This is an optimization exercise on Yosys and OpenROAD, whose aim is small area and a short achievable clock period, not a production implementation. Function was checked by simulation only, so behaviour that the tests miss may differ from the original. Power figures rest on the tool's default switching activity, not on a simulated workload.

## design.v

```verilog
module RegularFuzzification(
  input        clock,
  input        reset,
  input        io_start,
  input  [9:0] io_inputs_0,
  input  [9:0] io_inputs_1,
  output       io_outResultValid,
  output [6:0] io_outResult
);
  wire [9:0] xi = io_inputs_0;
  wire [7:0] yi = io_inputs_1[7:0];
  wire [3:0] xseg = (xi <= 10'd50) ? 4'd0 : (xi <= 10'd150) ? 4'd1 : (xi <= 10'd200) ? 4'd2 :
                    (xi <= 10'd300) ? 4'd3 : (xi <= 10'd350) ? 4'd4 : (xi <= 10'd450) ? 4'd5 :
                    (xi <= 10'd500) ? 4'd6 : (xi <= 10'd550) ? 4'd7 : (xi <= 10'd600) ? 4'd8 : 4'd9;
  wire [9:0] cxi = (xi <= 10'd150) ? 10'd50 : (xi <= 10'd300) ? 10'd200 : (xi <= 10'd450) ? 10'd350 :
                   (xi <= 10'd500) ? 10'd450 : 10'd500;
  wire [9:0] udi = xi - cxi;
  wire [3:0] yseg = (yi <= 8'd20) ? 4'd0 : (yi <= 8'd40) ? 4'd1 : (yi <= 8'd60) ? 4'd2 :
                    (yi <= 8'd80) ? 4'd3 : (yi <= 8'd100) ? 4'd4 : (yi <= 8'd120) ? 4'd5 :
                    (yi <= 8'd140) ? 4'd6 : (yi <= 8'd160) ? 4'd7 : 4'd8;
  wire [7:0] cyi = (yi <= 8'd40) ? 8'd20 : (yi <= 8'd80) ? 8'd60 : (yi <= 8'd120) ? 8'd100 : 8'd140;
  wire [7:0] ydi = yi - cyi;
  wire [6:0] s5i = {ydi[4:0], 2'b00} + {2'b00, ydi[4:0]};
  wire [6:0] si  = (yseg == 4'd8) ? 7'd100 : yseg[0] ? s5i : 7'd0;
  reg [3:0] xs, ys;
  reg [6:0] u, s;
  always @(posedge clock) if (io_start) begin
    xs <= xseg;
    u  <= udi[6:0];
    ys <= yseg;
    s  <= si;
  end
  wire x50  = xs > 4'd0;
  wire x150 = xs > 4'd1;
  wire x200 = xs > 4'd2;
  wire x300 = xs > 4'd3;
  wire x350 = xs > 4'd4;
  wire x450 = xs > 4'd5;
  wire x500 = xs > 4'd6;
  wire x550 = xs > 4'd7;
  wire x600 = xs > 4'd8;
  wire y20  = ys > 4'd0;
  wire y40  = ys > 4'd1;
  wire y60  = ys > 4'd2;
  wire y80  = ys > 4'd3;
  wire y100 = ys > 4'd4;
  wire y120 = ys > 4'd5;
  wire y140 = ys > 4'd6;
  wire y160 = ys > 4'd7;
  wire [6:0] vC  = 7'd100;
  wire [6:0] vU  = u;
  wire [6:0] vNU = 7'd100 - u;
  wire [6:0] vFU = 7'd50 - u;
  wire [6:0] vS  = s;
  wire [6:0] vNS = 7'd100 - s;
  wire [7:0] us = {1'b0, u} + {1'b0, s};
  wire ugts     = u > s;
  wire ueqs     = u == s;
  wire u50ges   = ({1'b0, u} + 8'd50) >= {1'b0, s};
  wire uspgt100 = us > 8'd100;
  wire uspge50  = us >= 8'd50;
  wire ugt50    = u > 7'd50;
  wire ugt25    = u > 7'd25;
  wire sgt50    = s > 7'd50;
  wire a_C = 1'b0;
  wire a_FU = (x500 && !x550 && y80 && !ueqs && uspge50 && !ugt25) ||
      (x500 && !x550 && y120 && !ueqs && !ugt25) ||
      (x500 && !x600 && y120 && !u50ges) ||
      (x500 && !x600 && y120 && !ugts && !uspge50);
  wire a_NS = (x600 && y80 && !sgt50) ||
      (x550 && y120 && !y160 && uspgt100) ||
      (x450 && !x500 && y140 && !ugts && !sgt50) ||
      (x600 && y120 && !y160) ||
      (x550 && y80 && uspgt100 && !sgt50) ||
      (x350 && y140 && uspgt100 && !sgt50) ||
      (x500 && y120 && !y160 && u50ges && uspgt100);
  wire a_NU = (x450 && !x500 && y80 && !y160 && uspgt100) ||
      (x450 && !x500 && y120 && ugts && !uspge50) ||
      (x450 && !x500 && y160 && !u50ges) ||
      (x450 && !x500 && y140 && ugts);
  wire a_S = (x600 && y60 && !y80) ||
      (x450 && !x500 && y100 && !y120 && !uspgt100) ||
      (x350 && !x450 && y80 && ueqs) ||
      (x600 && y100 && !y120 && sgt50) ||
      (x500 && y60 && !y80 && ugts) ||
      (x350 && !x450 && y100 && !y120 && ugts) ||
      (x500 && !x550 && y40 && !y140 && ueqs) ||
      (x450 && !x500 && y140 && !uspgt100 && sgt50) ||
      (x500 && !x550 && y100 && ueqs && uspge50) ||
      (x500 && y60 && !y80 && ueqs) ||
      (x350 && !x500 && y120 && ugts && sgt50) ||
      (x500 && y40 && !y120 && ugts && sgt50) ||
      (x350 && !x600 && y80 && !y140 && ueqs) ||
      (x500 && !x550 && y80 && !y140 && !ugts && !uspge50);
  wire a_U = (x350 && !x450 && y100 && !ugts && !ueqs) ||
      (x500 && !x550 && y80 && !ueqs && !uspgt100 && ugt25) ||
      (x500 && !x600 && y40 && !y100 && !ugts && !ueqs) ||
      (x350 && !x450 && y120 && ugts && !uspgt100) ||
      (x550 && !x600 && y100 && !uspgt100) ||
      (x500 && !x600 && y80 && !y100) ||
      (x500 && !x550 && y80 && !y120 && uspgt100 && ugt25) ||
      (x450 && !x500 && y160 && u50ges) ||
      (x500 && !x550 && y100 && !y120 && ugts) ||
      (x350 && !x600 && y120 && !y140 && uspge50) ||
      (x550 && !x600 && y100 && !y120 && !ugts && !ueqs);
  wire n_C = 1'b0;
  wire n_FU = (x500 && !x600 && !y40 && !ueqs && !ugt25 && !sgt50) ||
      (x500 && !x600 && !y40 && !ugts && !uspge50) ||
      (x500 && !x600 && !y40 && u50ges && !ugt25 && sgt50);
  wire n_NS = (x600 && !y80 && !sgt50) ||
      (!x150 && !y120 && !ugts && !sgt50) ||
      (x500 && y40 && !y80 && uspgt100) ||
      (!x50 && !y120 && !sgt50) ||
      (x450 && !x500 && !y40 && !ugts) ||
      (x150 && !x200 && !y40) ||
      (x200 && !x300 && !y60 && !ugts && !uspgt100) ||
      (x150 && !x300 && y120 && !ugts && !sgt50) ||
      (x350 && !x500 && !y60 && uspgt100) ||
      (!x50 && y100 && !y120) ||
      (x150 && !x200 && y120 && !sgt50) ||
      (x600 && y40 && !y80) ||
      (!x150 && y100 && !y120 && !ugts && !uspgt100) ||
      (x200 && !x300 && !y140 && uspgt100 && !sgt50) ||
      (x50 && !x150 && !y80 && ueqs) ||
      (x50 && !x150 && !y60 && ugts && uspgt100) ||
      (x350 && !y40 && uspgt100 && !sgt50) ||
      (x50 && !x200 && y140 && uspgt100 && !sgt50) ||
      (x200 && !x300 && y140 && !y160 && ueqs) ||
      (x450 && !x600 && !y40 && !u50ges && !uspgt100) ||
      (x200 && !x300 && y80 && !y120 && ueqs && sgt50) ||
      (x150 && !x200 && y100 && u50ges && uspge50 && !ugt50) ||
      (x200 && !x300 && y80 && !y120 && ugts && sgt50);
  wire n_NU = (!x150 && !y100 && ugts && !uspge50) ||
      (!x150 && !y100 && uspgt100 && !ugt50) ||
      (x200 && !x300 && y140 && ugts) ||
      (x200 && !x300 && y100 && !u50ges && uspgt100) ||
      (x450 && !x500 && !y40 && ugts && !uspge50) ||
      (!x300 && y20 && !y40 && ugts && !ugt50) ||
      (x50 && !x150 && y60 && !y80 && ugts) ||
      (!x150 && y100 && !y120 && ugts && !ugt50) ||
      (x200 && !x300 && y120 && !ueqs && ugt50) ||
      (!x350 && !y20 && ugts && !uspge50) ||
      (x200 && !x350 && y120 && ugts && !uspge50) ||
      (x150 && !x350 && y80 && !y160 && uspgt100 && !ugt50) ||
      (x50 && !x150 && !y80 && !ugts && !ueqs && ugt50) ||
      (x50 && !x150 && y40 && !y60 && ugt50) ||
      (x50 && !x150 && y80 && !y100 && ugt50) ||
      (x450 && !x500 && y20 && !y40 && ugts) ||
      (x200 && !x300 && y100 && !ugts && !ueqs && ugt50) ||
      (x50 && !x150 && y100 && !y120 && !uspgt100 && ugt50);
  wire n_S = (x150 && !x200 && y80 && sgt50) ||
      (x600 && !y60 && sgt50) ||
      (x200 && !x300 && y80 && !y140 && !ugts && !uspgt100) ||
      (!x50 && !y80 && sgt50) ||
      (!x150 && !y80 && !uspgt100 && sgt50) ||
      (x50 && !x200 && y140 && ueqs) ||
      (x500 && !x550 && !y80 && ueqs && uspge50) ||
      (x200 && !x300 && y40 && !y80 && ueqs) ||
      (x150 && !x300 && y140 && !uspgt100 && sgt50) ||
      (x350 && !x450 && !y60 && ueqs && !uspgt100) ||
      (x150 && !x200 && y100 && !y120 && ugts) ||
      (x200 && !x300 && !y80 && ugts && sgt50) ||
      (x50 && !x150 && y100 && ugts && sgt50) ||
      (x450 && !y40 && ueqs && sgt50) ||
      (x450 && !y40 && ugts && sgt50) ||
      (x200 && !x300 && !y100 && ueqs && sgt50) ||
      (x150 && !x200 && y100 && !y120 && !uspge50) ||
      (x50 && !x150 && y80 && ueqs && uspgt100) ||
      (x500 && !x550 && y40 && !y80 && ueqs) ||
      (x50 && !x150 && y80 && !y140 && ugts && uspgt100);
  wire n_U = (x50 && !x150 && y120 && !ueqs && !ugt50) ||
      (x200 && !x300 && y40 && !y100 && !ueqs && !uspgt100) ||
      (x350 && !x450 && !y40 && !ueqs && !uspgt100) ||
      (x500 && !x600 && y40 && !y80 && !ueqs && !uspgt100) ||
      (x500 && !x550 && !y40 && !ueqs && ugt25) ||
      (x200 && !x300 && !y100 && !ugts && !ueqs && uspgt100) ||
      (x50 && !x150 && y100 && !ugts && !ueqs && uspgt100) ||
      (x200 && !x300 && y60 && !y120 && ugts && !uspgt100) ||
      (!x550 && !y20 && uspge50 && !ugt50) ||
      (x550 && !x600 && !y80 && !uspgt100) ||
      (x200 && !x300 && !y100 && !uspgt100 && ugt50) ||
      (x50 && !x150 && !y40 && !uspgt100 && ugt50) ||
      (x50 && !x150 && y120 && !y140) ||
      (!x350 && y160 && u50ges && !ugt50) ||
      (x500 && !x550 && !y60 && uspgt100) ||
      (!x200 && y80 && !y100 && uspge50 && !ugt50) ||
      (x50 && !x150 && y140 && !ueqs && !uspgt100) ||
      (!x300 && y40 && !y60 && uspge50 && !ugt50) ||
      (!x300 && y120 && !y140 && uspge50 && !ugt50) ||
      (x550 && !x600 && !y40 && !ugts && !ueqs);
  wire n_c0 = (x550) ||
      (y120 && !sgt50) ||
      (x150 && y80 && !y140 && !ugts) ||
      (x500 && ugt25) ||
      (x350 && y40) ||
      (x50 && !x200 && y80 && !y140 && uspgt100) ||
      (!x150 && y140 && !uspgt100) ||
      (x200 && !x300 && !y40 && ugt50 && !sgt50) ||
      (x500 && uspgt100) ||
      (x200 && y120 && ugts) ||
      (x200 && y140 && ueqs) ||
      (x150 && !x200 && y80 && !y120);
  wire n_c1 = (x350) ||
      (x200 && y40 && !y100) ||
      (y140 && !ugts && !ueqs && uspgt100) ||
      (!x200 && y120 && ugt50 && sgt50) ||
      (x200 && y60 && !y120 && ugts) ||
      (x200 && !y80 && uspgt100 && sgt50) ||
      (x150 && y120 && !u50ges) ||
      (x200 && y120 && !uspgt100 && sgt50);
  wire o_C = 1'b0;
  wire o_FU = (x500 && !x550 && !y80 && sgt50) ||
      (x500 && !x600 && y40 && !y120 && !uspge50) ||
      (x500 && !x550 && y100 && !y120 && !ueqs && u50ges) ||
      (x500 && !x550 && !y100 && !ugts && ugt25) ||
      (x500 && !x550 && y60 && !y80 && !ueqs) ||
      (x500 && !x550 && y20 && !y40 && !ueqs && uspge50) ||
      (x500 && !x550 && !y120 && ueqs && ugt25);
  wire o_NS = (x150 && !x200 && y40 && !y120 && !sgt50) ||
      (x450 && !x500 && y100 && !y120 && !ugts) ||
      (x200 && !x300 && y60 && !y140 && !ugts && !sgt50) ||
      (!x150 && y120 && !ugts && !sgt50) ||
      (x350 && !x450 && y80 && !y140 && uspgt100) ||
      (x450 && !x500 && y60 && !y120 && !ugts && !sgt50) ||
      (!x50 && y120 && !sgt50) ||
      (x150 && !x200 && y80 && !y120) ||
      (x500 && !x600 && y80 && !y120 && !u50ges) ||
      (x150 && !x300 && y80 && !y140 && !uspgt100 && sgt50) ||
      (x200 && !x300 && !y80 && ueqs && uspgt100) ||
      (x50 && !x200 && y100 && !y120 && ugts && uspgt100) ||
      (!x50 && y80 && uspge50 && !ugt50 && !sgt50) ||
      (x200 && !x300 && y140 && uspgt100 && !sgt50) ||
      (x50 && !x150 && y140 && !y160 && ueqs) ||
      (x50 && !x200 && y80 && !y140 && ueqs && sgt50) ||
      (x150 && !x200 && !y100 && u50ges && uspge50 && !ugt50) ||
      (x350 && !x500 && y60 && !y120 && uspgt100 && !sgt50) ||
      (x50 && !x200 && y40 && !y100 && uspgt100 && !sgt50);
  wire o_NU = (x200 && !x300 && !y80 && !ueqs && uspgt100) ||
      (x450 && !x500 && !y80 && uspgt100) ||
      (x50 && !x150 && y140 && ugts) ||
      (!x200 && y80 && !u50ges && uspgt100) ||
      (x200 && !x300 && y60 && !y80 && ugts) ||
      (x200 && !x300 && y100 && !y120 && ugts && !uspgt100) ||
      (x450 && !x500 && y100 && !y120 && ugts) ||
      (x50 && !x150 && y120 && !ueqs && ugt50) ||
      (x450 && !x500 && y60 && !y80 && ugts) ||
      (!x200 && y120 && ugts && !uspge50) ||
      (!x150 && y100 && !y160 && uspgt100 && !ugt50) ||
      (x200 && !x300 && y80 && !y100 && !uspge50) ||
      (x450 && !x500 && y80 && !y100 && !uspge50) ||
      (x450 && !x500 && y40 && !y60 && !uspge50) ||
      (x200 && !x300 && y40 && !y60 && !uspge50) ||
      (x200 && !x300 && y40 && !y60 && ugt50) ||
      (x200 && !x300 && y80 && !y100 && ugt50) ||
      (x50 && !x150 && y80 && !ugts && !ueqs && ugt50);
  wire o_S = (x200 && !x300 && y20 && !y40 && !uspgt100) ||
      (!x50 && y100 && sgt50) ||
      (x450 && !x500 && y20 && !y40 && !uspgt100) ||
      (x50 && !x200 && y20 && !y40 && ugts) ||
      (x350 && !x450 && !y120 && ueqs && !ugt50) ||
      (x50 && !x150 && !y120 && ueqs && !ugt50) ||
      (x150 && !x200 && !y80 && sgt50) ||
      (!x150 && y100 && !uspgt100 && sgt50) ||
      (x350 && !x500 && y20 && !y40 && ugts) ||
      (x200 && !x300 && y120 && ueqs) ||
      (x450 && !x600 && y20 && !y40 && !uspge50) ||
      (x450 && !x500 && !y100 && !uspgt100 && sgt50) ||
      (x200 && !x300 && !y100 && !uspgt100 && sgt50) ||
      (x50 && !x150 && y80 && !y120 && !ugts && !uspgt100) ||
      (x500 && !x600 && !y140 && ueqs && uspge50 && !ugt25) ||
      (x50 && !x150 && !y80 && ueqs) ||
      (x350 && !x450 && !y100 && ueqs) ||
      (!x50 && y100 && !y120 && ugt50) ||
      (x200 && !x300 && y80 && ugts && sgt50) ||
      (!x150 && y100 && !y120 && !ugts && !uspge50) ||
      (x50 && !x150 && !y100 && ugts && sgt50) ||
      (x350 && !x550 && !y80 && ugts && sgt50) ||
      (x150 && !x300 && y20 && !y40 && !uspge50) ||
      (x200 && !x300 && y80 && ueqs && uspgt100) ||
      (x200 && !x300 && y100 && !y120 && uspgt100 && !sgt50);
  wire o_U = (x350 && !x450 && y40 && !y120 && !ueqs && !uspgt100) ||
      (x50 && !x150 && !y80 && !ugts && !ueqs) ||
      (x200 && !x300 && y140 && !ueqs && !ugt50) ||
      (x350 && !x450 && !y100 && !ugts && !ueqs) ||
      (x50 && !x150 && y60 && !y120 && ugts && !uspgt100) ||
      (x200 && !x300 && y100 && !ugts && !ueqs && uspgt100) ||
      (x200 && !x300 && y120 && !ueqs && !uspgt100) ||
      (x50 && !x150 && y40 && !y60) ||
      (!x200 && y160 && u50ges && !ugt50) ||
      (!x300 && y80 && !y100 && uspge50 && !ugt50) ||
      (x350 && !x500 && y40 && !y60 && uspge50) ||
      (!x150 && y120 && !y140 && uspge50 && !ugt50) ||
      (x350 && !x500 && y80 && !y100 && uspge50) ||
      (!x300 && y40 && !y60 && uspge50 && !ugt50);
  wire o_c3 = (x350) ||
      (x200 && y120) ||
      (x200 && y80 && uspgt100);
  function [6:0] pick(input c, input uu, input nu, input fu, input ss, input ns,
                      input [6:0] a, input [6:0] b, input [6:0] d, input [6:0] e, input [6:0] f, input [6:0] g);
    pick = ({7{c}} & a) | ({7{uu}} & b) | ({7{nu}} & d) | ({7{fu}} & e) | ({7{ss}} & f) | ({7{ns}} & g);
  endfunction
  wire [6:0] ov = pick(o_C, o_U, o_NU, o_FU, o_S, o_NS, vC, vU, vNU, vFU, vS, vNS);
  wire [6:0] nv = pick(n_C, n_U, n_NU, n_FU, n_S, n_NS, vC, vU, vNU, vFU, vS, vNS);
  wire [6:0] av = pick(a_C, a_U, a_NU, a_FU, a_S, a_NS, vC, vU, vNU, vFU, vS, vNS);
  reg [6:0] rov, rnv, rav;
  reg       ro3;
  reg [1:0] rnk;
  always @(posedge clock) if (io_start) begin
    rov <= ov;
    ro3 <= o_c3;
    rnv <= nv;
    rnk <= {n_c1, n_c0};
    rav <= av;
  end
  reg [6:0] rov2;
  reg       ro32;
  always @(posedge clock) if (io_start) begin
    rov2 <= rov;
    ro32 <= ro3;
  end
  wire [1:0] ok = {ro32, 1'b1};
  wire       take_new = (rnv > rov2) || (rnv == rov2 && rnk < ok);
  reg  [6:0] bv;
  reg  [1:0] bk;
  always @(posedge clock) if (io_start) begin
    bv <= take_new ? rnv : rov2;
    bk <= take_new ? rnk : ok;
  end
  wire [9:0] tx = 10'd500 + bv;
  wire [4:0] t4 = yi[4:0] + 5'd20;                        
  wire [6:0] b4 = {t4, 2'b00} + {2'b00, t4};
  wire       keep = (bv == 7'd100) || (xi <= tx) || (yi <= 8'd140) ||
                    (yi <= 8'd160 && b4 <= bv);
  wire [2:0] fin = (bv >= rav && keep) ? ((bv == 7'd0) ? 3'd0 : {1'b0, bk}) : 3'd4;
  reg [2:0] f1, f2, f3, f4, f5;
  always @(posedge clock) if (io_start) begin
    f1 <= fin;
    f2 <= f1;
    f3 <= f2;
    f4 <= f3;
    f5 <= f4;
  end
  assign io_outResultValid = 1'b0;
  assign io_outResult = io_start ? {4'd0, f5} : 7'd0;
endmodule
```

## run.sh

```bash
#!/bin/bash
# synth_recipe.tcl (not shown) runs the flow's synth.tcl, then flattens the netlist and writes it again
# the make line also repeats each setting of config.mk as NAME=value (left out here)
make -C /OpenROAD-flow-scripts/flow DESIGN_CONFIG=/design/flow/config.mk WORK_HOME=/design/flow/orfs CLKGATE_MAP_FILE= SYNTH_SCRIPT=/design/flow/synth_recipe.tcl finish
```

## config.mk

```make
export PLATFORM = sky130hd
export DESIGN_NAME = RegularFuzzification
export DESIGN_NICKNAME = RegularFuzzification
export VERILOG_FILES = /design/flow/design.v
export SDC_FILE = /design/flow/constraint.sdc
export NUM_CORES = 4
export LEC_CHECK = 0
export CAP_MARGIN = 20
export CORE_MARGIN = 2
export CORE_UTILIZATION = 40
export SLEW_MARGIN = 20
```

## constraint.sdc

```tcl
create_clock -name core_clock -period 8.0 [get_ports {clock}]
set_input_delay 1.6000 -clock core_clock [delete_from_list [all_inputs] [get_ports {clock}]]
set_output_delay 1.6000 -clock core_clock [all_outputs]
set_load 0.01 [all_outputs]
```

==> results.sh, run 1 <==
export IMPL_outcome="no timing/DRC/antenna violations"
export IMPL_relSlewSlack_pct=30.9
export IMPL_timing_rr_start="s[6]$_SDFFCE_PN1P_"
export IMPL_critPathKind="reg2reg"
export IMPL_cts_resized=0
export IMPL_dpl_hpwl_mm=20.3
export IMPL_pin_count=31
export IMPL_worst_path_max_delay_cell="or3_1"
export IMPL_clock_path_buffers=2
export IMPL_coreArea_um2=21100
export IMPL_dr_pass1_iters=6
export IMPL_cts_tree="built"
export IMPL_layout_area_overhead_vs_synth_pct=7.91
export IMPL_cp_end_kind="register"
export IMPL_crit_path_end="rav[1]$_DFFE_PP_"
export IMPL_htree_levels=3
export IMPL_synth_async_sr_flop_share_pct=0
export IMPL_start_kind="register"
export IMPL_max_freq_ghz=0.205
export IMPL_path_cells="inv_1 -> ha_1 -> nand4_1 -> or3_1 -> o21ai_1 -> buf_4 -> nor2_1 -> a222oi_1 -> mux2i_1 -> or4b_1 -> a222oi_1 -> o211ai_1"
export IMPL_routabilityCongestion=1.04
export IMPL_cap_violations=0
export IMPL_fin_ws_ns=3.12
export IMPL_synth_cell_types=93
export IMPL_rows=53
export IMPL_routed_wl_mm=28.1
export IMPL_grt_use_total_pct=24.9
export IMPL_synth_top_area_share_pct=27.2
export IMPL_cts_buffers=9
export IMPL_critical_path_depth=12
export IMPL_drive_gt1_share_pct=8.32
export IMPL_synthTopCellsByCount="edfxtp_1, nor2_1, ha_1, nand2_1, a21oi_1"
export IMPL_wl_per_cell_um=21.9
export IMPL_power_mw=2.39
export IMPL_floorplan_initialDensity_pct=40.9
export IMPL_dieArea_um2=22700
export IMPL_r2r_cells=12
export IMPL_peakVddDrop_v=0.000103
export IMPL_ys_seq_area_share_pct=27.2
export IMPL_antenna_found_initial=1
export IMPL_finalMaxSlewViolations=0
export IMPL_clock_latency_ns=0.34
export IMPL_crit_fanout=23
export IMPL_rr_endpoint="rav[1]$_DFFE_PP_"
export IMPL_syn_inst=1020
export IMPL_finalInstanceArea_um2=9300
export IMPL_cp_required_ns=8.06
export IMPL_path_buf_inv=2
export IMPL_die_x_um=151
export IMPL_final_setup_skew_ns=0.0108
export IMPL_drt_iter0_drc=1092
export IMPL_cts_root_buf="clkbuf_16"
export IMPL_synth_area_um2=8620
export IMPL_overflow=0
export IMPL_crit_family="simple AND/OR/NAND/NOR gates"
export IMPL_dp_slack_ns=2.80
export IMPL_fin_tns_setup_ns=0
export IMPL_path_clk_slew_ns=0.06
export IMPL_grt_max_degree=82
export IMPL_synth_edff_count=78
export IMPL_fin_util_pct=44.1
export IMPL_ys_warn_count=1
export IMPL_ys_seq_elements=78
export IMPL_vias=8308
export IMPL_postPlaceCellArea_um2=8990
export IMPL_final_nets=1110
export IMPL_critPathLaunch="s[6]$_SDFFCE_PN1P_"
export IMPL_cts_setup_buffers=0
export IMPL_grt_pass1_vias=7778
export IMPL_final_hold_violation_count=0
export IMPL_rsz0062_at_grt="false"
export IMPL_finalCriticalPeriod_ns=4.88
export IMPL_synth_area_leaders="edfxtp_1, ha_1, a21oi_1"
export IMPL_r2r_setup_slack_ns=3.12
export IMPL_syn_avg_cell_area_um2=8.45
export IMPL_worst_slew_pin_slew_ns=1.03
export IMPL_cellLeakagePower_nw=3.59
export IMPL_cts_sinks=78
export IMPL_postCtsHoldBufs=0
export IMPL_hp_class="reg2reg"
export IMPL_io_buffers=22
export IMPL_ant_nets=0
export IMPL_arrival_ns=4.94
export IMPL_die_h_um=151
export IMPL_grt_pass1_wl_mm=43.9
export IMPL_fin_crit_sh_pct=61.1
export IMPL_synth_area_leader_cell="edfxtp_1"
export IMPL_synthFlopType="edfxtp_1"
export IMPL_powerDensity_nw_per_um2=257
export IMPL_cpMostUsedCell="a222oi_1"
export IMPL_critPathMaxStageDelay_ns=0.78
export IMPL_via_per_inst=6.46
export IMPL_drc=0
export IMPL_setup_viol=0
-- cells by family (layout without fill, tap and decap cells) --
logic type               count (synthesis)  count (layout)  share of synthesized area [%]
flip-flops                              78              78                           27.2
AND/OR/NAND/NOR                        333             333                           19.9
buffers and inverters                  134             120                           6.89
AO/OA/AOI/OAI                          338             338                           27.8
multiplexers                            13              13                           1.64
XOR/XNOR                                41              41                           4.17
other                                    1               6                         0.0435
adder cells (fa/ha/maj)                 82              82                           12.3
-- how the worst min path moves through the flow --
stage	from	endpoint	cells after the start
3_3_place_gp	f1[0]$_SDFFCE_PP0P_	f2[0]$_DFFE_PP_	0
4_1_cts	f1[2]$_SDFFCE_PN1P_	f2[2]$_DFFE_PP_	0
2_1_floorplan	f1[0]$_SDFFCE_PP0P_	f2[0]$_DFFE_PP_	0
6_report	f1[2]$_SDFFCE_PN1P_	f2[2]$_DFFE_PP_	0
5_1_grt	f1[2]$_SDFFCE_PN1P_	f2[2]$_DFFE_PP_	0
3_5_place_dp	f4[0]$_DFFE_PP_	f5[0]$_DFFE_PP_	0
-- worst register-to-register path, cell delays in order (launching register included) --
cell and delay [ns]:
edfxtp_1 0.69, inv_1 0.24, ha_1 0.50, nand4_1 0.21, or3_1 0.78, o21ai_1 0.22, buf_4 0.32, nor2_1 0.11
a222oi_1 0.32, mux2i_1 0.12, or4b_1 0.65, a222oi_1 0.28, o211ai_1 0.16
-- metal layers --
metal  wire, µm  GRT usage (%)
met1      12000           35.0
met2      11900           37.1
met3       3010           5.15
met4       1170           10.2
met5          0              0
-- sequential cells by signal (all words and copies together), names as in the netlist, 4 cells and up --
signal  count
rov2        7
rov         7
bv          7
u           7
rnv         7
xs          4
ys          4
s           7
rav         7
-- area by class of cell --
| cell class | count | area, µm² |
|---|---|---|
| timing repair buffer | 39 | 345 |
| multi-input combinational | 812 | 5720 |
| clock buffer | 9 | 225 |
| sequential | 78 | 2340 |
| inverter | 65 | 244 |
| clock inverter | 7 | 78.8 |
| fill | 2091 | 11800 |
| antenna | 1 | 2.50 |
| tap | 275 | 344 |
-- through the flow --
stage | std cells | hold slack [ns]
finish | 1286 | 0.414
global route | 1285 | 0.420
floorplan | 1024 | 0.400
CTS | 1285 | 0.418
global placement | 1269 | 0.401
detailed placement | 1269 | 0.405
-- report_power, final --
group | leakage [nW] | total [mW] | internal, mW | switching (mW)
clock network | 0.151 | 0.408 | 0.245 | 0.163
registers | 0.767 | 0.715 | 0.593 | 0.122
logic | 2.67 | 1.27 | 0.495 | 0.773
-- cell usage in the layout (no fill, tap or decap), drive strengths merged, types with 21 or more instances in the layout --
master and instances:
clkdlybuf4s50 21, a21o 30, nor3 28, nand2b 25, edfxtp 78, inv 68
a31oi 21, xnor2 29, ha 77, nand3 35, a21oi 68, o21ai 50
nor2 79, nand2 71
==> inputs of run 2 (changes only) <==
--- a/config.mk
+++ b/config.mk
@@ -8,4 +8,5 @@
 export CAP_MARGIN = 20
 export CORE_MARGIN = 2
 export CORE_UTILIZATION = 40
+export SETUP_SLACK_MARGIN = 3.0
 export SLEW_MARGIN = 20
==> run 2 against run 1 <==
Synthesized cell count did not move. Flip-flop and latch count did not move. Maximum frequency up 2.6%. Still clean. Total power hardly changed. Combinational power barely moved. Highest routed layer unchanged. Critical path depth down 1. Sequential power barely moved.
==> results.sh, run 2 <==
export IMPL_outcome="no timing/DRC/antenna violations"
export IMPL_postPlaceCellArea_um2=8990
export IMPL_dieArea_um2=22700
export IMPL_fin_util_pct=44.1
export IMPL_worst_slew_pin_slew_ns=1.06
export IMPL_clock_path_buffers=2
export IMPL_ys_seq_area_share_pct=27.2
export IMPL_synth_area_leaders="edfxtp_1, ha_1, a21oi_1"
export IMPL_final_setup_skew_ns=0.00942
export IMPL_arrival_ns=4.81
export IMPL_antenna_found_initial=1
export IMPL_ys_seq_elements=78
export IMPL_final_cells=1286
export IMPL_die_x_um=151
export IMPL_drive_gt1_share_pct=8.61
export IMPL_io_buffers=22
export IMPL_grt_pass1_vias=7778
export IMPL_peakVddDrop_v=0.000103
export IMPL_fin_crit_sh_pct=59.5
export IMPL_synth_cell_types=93
export IMPL_final_cell_mix="nor2_1, edfxtp_1, ha_1"
export IMPL_pin_count=31
export IMPL_path_buf_inv=2
export IMPL_fillers=2093
export IMPL_cp_end_kind="register"
export IMPL_synth_area_leader_cell="edfxtp_1"
export IMPL_synth_area_um2=8620
export IMPL_drc=0
export IMPL_overflow=0
export IMPL_dr_pass1_iters=6
export IMPL_clock_latency_ns=0.34
export IMPL_synth_edff_count=78
export IMPL_start_kind="register"
export IMPL_rows=53
export IMPL_setup_viol=0
export IMPL_critPathKind="reg2reg"
export IMPL_gr_usage_met3_pct=5.15
export IMPL_final_nets=1110
export IMPL_via_per_inst=6.51
export IMPL_grt_max_degree=82
export IMPL_powerDensity_nw_per_um2=257
export IMPL_vias=8372
export IMPL_hp_class="reg2reg"
export IMPL_grt_use_met2_pct=37.1
export IMPL_synth_async_sr_flop_share_pct=0
export IMPL_dpl_hpwl_mm=20.3
export IMPL_crit_family="compound AO/OA/AOI/OAI gates"
export IMPL_max_freq_ghz=0.210
export IMPL_htree_levels=3
export IMPL_dp_cells=1269
export IMPL_relSlewSlack_pct=28.8
export IMPL_crit_fanout=23
export IMPL_wl_per_cell_um=21.8
export IMPL_final_hold_violation_count=0
export IMPL_synthTopCellsByCount="edfxtp_1, nor2_1, ha_1, nand2_1, a21oi_1"
export IMPL_postCtsHoldBufs=0
export IMPL_cap_violations=0
export IMPL_cp_required_ns=8.05
export IMPL_drt_iter0_drc=1314
export IMPL_layout_area_overhead_vs_synth_pct=7.98
export IMPL_synth_top_area_share_pct=27.2
export IMPL_path_clk_slew_ns=0.06
export IMPL_critPathMaxStageDelay_ns=0.76
export IMPL_syn_avg_cell_area_um2=8.45
export IMPL_top_usage_layer="met2"
export IMPL_synthFlopType="edfxtp_1"
export IMPL_ant_nets=0
export IMPL_whs_ns=0.415
export IMPL_cts_resized=0
export IMPL_grt_pass1_wl_mm=43.9
export IMPL_rsz0062_at_grt="false"
export IMPL_finalInstanceArea_um2=9310
export IMPL_critical_path_depth=11
export IMPL_routed_wl_mm=28.1
export IMPL_coreArea_um2=21100
export IMPL_routabilityCongestion=1.04
export IMPL_cellLeakagePower_nw=3.59
export IMPL_finalMaxSlewViolations=0
export IMPL_ys_warn_count=1
export IMPL_die_h_um=151
export IMPL_grt_use_total_pct=24.9
export IMPL_cts_setup_buffers=0
export IMPL_path_cells="inv_1 -> ha_1 -> nand4_1 -> or3_2 -> o21ai_1 -> buf_4 -> o32ai_1 -> a21oi_1 -> nand3_1 -> a2111oi_0 -> o211ai_1"
export IMPL_floorplan_initialDensity_pct=40.9
export IMPL_cts_sinks=78
export IMPL_cts_buffers=9
export IMPL_cts_tree="built"
export IMPL_use_met1_pct=35.0
export IMPL_cts_root_buf="clkbuf_16"
export IMPL_finalCriticalPeriod_ns=4.76
export IMPL_worst_path_max_delay_cell="or3_2"
export IMPL_fin_tns_setup_ns=0
export IMPL_r2r_cells=11
export IMPL_min_path_cells=0
export IMPL_syn_inst=1020
==> run 2: cell counts after synthesis <==
Identical to the previous run, type by type.
==> run 2: path summary, 6_finish.rpt <==
check | start | end | slack (ns)
max | s[6]$_SDFFCE_PN1P_ | rov[2]$_DFFE_PP_ | 3.24
min | f1[2]$_SDFFCE_PN1P_ | f2[2]$_DFFE_PP_ | 0.41
max reg2reg | s[6]$_SDFFCE_PN1P_ | rov[2]$_DFFE_PP_ | 3.24
min reg2reg | f1[2]$_SDFFCE_PN1P_ | f2[2]$_DFFE_PP_ | 0.41
==> run 2: logic make-up (layout without fill, tap and decap cells) <==
| group | count (synthesis) | count (layout) | synth area share, % |
|---|---|---|---|
| and+or+nand+nor | 333 | 333 | 19.9 |
| AOI/OAI and AO/OA | 338 | 338 | 27.8 |
| xor gates and xnor gates | 41 | 41 | 4.17 |
| other | 1 | 6 | 0.0435 |
| buffers and inverters | 134 | 120 | 6.89 |
| muxes | 13 | 13 | 1.64 |
| DFF | 78 | 78 | 27.2 |
| adders and majority gates | 82 | 82 | 12.3 |
==> run 2: cell type report <==
type,instances,area [µm²],share of cell area (%)
inverters,65,244,2.62
well taps,275,344,3.70
flip-flops and latches,78,2340,25.2
clock buffers,9,225,2.42
diodes,1,2.50,0.0269
clock inverters,7,78.8,0.847
repair buffers,39,345,3.71
multi-input cells,812,5730,61.5
==> run 2: routing by layer <==
layer	routed length [µm]	share of wire, %
met1	12000	43
met2	11700	42
met3	3120	11
met4	1230	4.4
met5	0	0
==> run 2: per-stage QoR <==
| step | worst slack (ns) | power, mW |
|---|---|---|
| final | 3.24 | 2.39 |
| after detailed placement | 2.80 | 1.95 |
| after global routing | 3.00 | 2.54 |
| after global placement | 2.80 | 1.94 |
| after floorplan | 3.90 | 1.59 |
| after CTS | 3.14 | 2.36 |
==> run 2: power by group <==
part           internal, mW  leakage [nW]  switching, mW
Sequential            0.593         0.767          0.123
Combinational         0.496          2.67          0.774
Clock                 0.245         0.151          0.162
Total                  1.33          3.59           1.06

[separate check: timing with driven ports]
How much do the figures lean on ideal ports? The routed layouts below were timed once more, with nothing changed but the port constraints. Step 1, drivers: a clkbuf_16 drives clock and a buf_2 each remaining input, both assumed. Step 2 moves the port delays by t, midway between the first and last clock arrival at a register: inputs arrive t later, outputs are due t later. That takes back most of the time a late clock gives input paths. Three values: ideal, step 1, step 2; two values: the first two.
run | t, ns | slack for setup (ns) | clock arrival spread, ns | slew at the worst register clock pin (ns)
run 1 | 0.369 | 3.115 / 3.115 / 2.786 | 0.011 / 0.010 | 0.06 / 0.06
run 2 | 0.371 | 3.238 / 3.238 / 2.918 | 0.010 / 0.010 | 0.06 / 0.06
After both steps setup and hold are still met in every run listed. For run 1, which loses most, drivers alone change the setup slack by 0.000 ns; drivers and shift together by -0.329 ns.
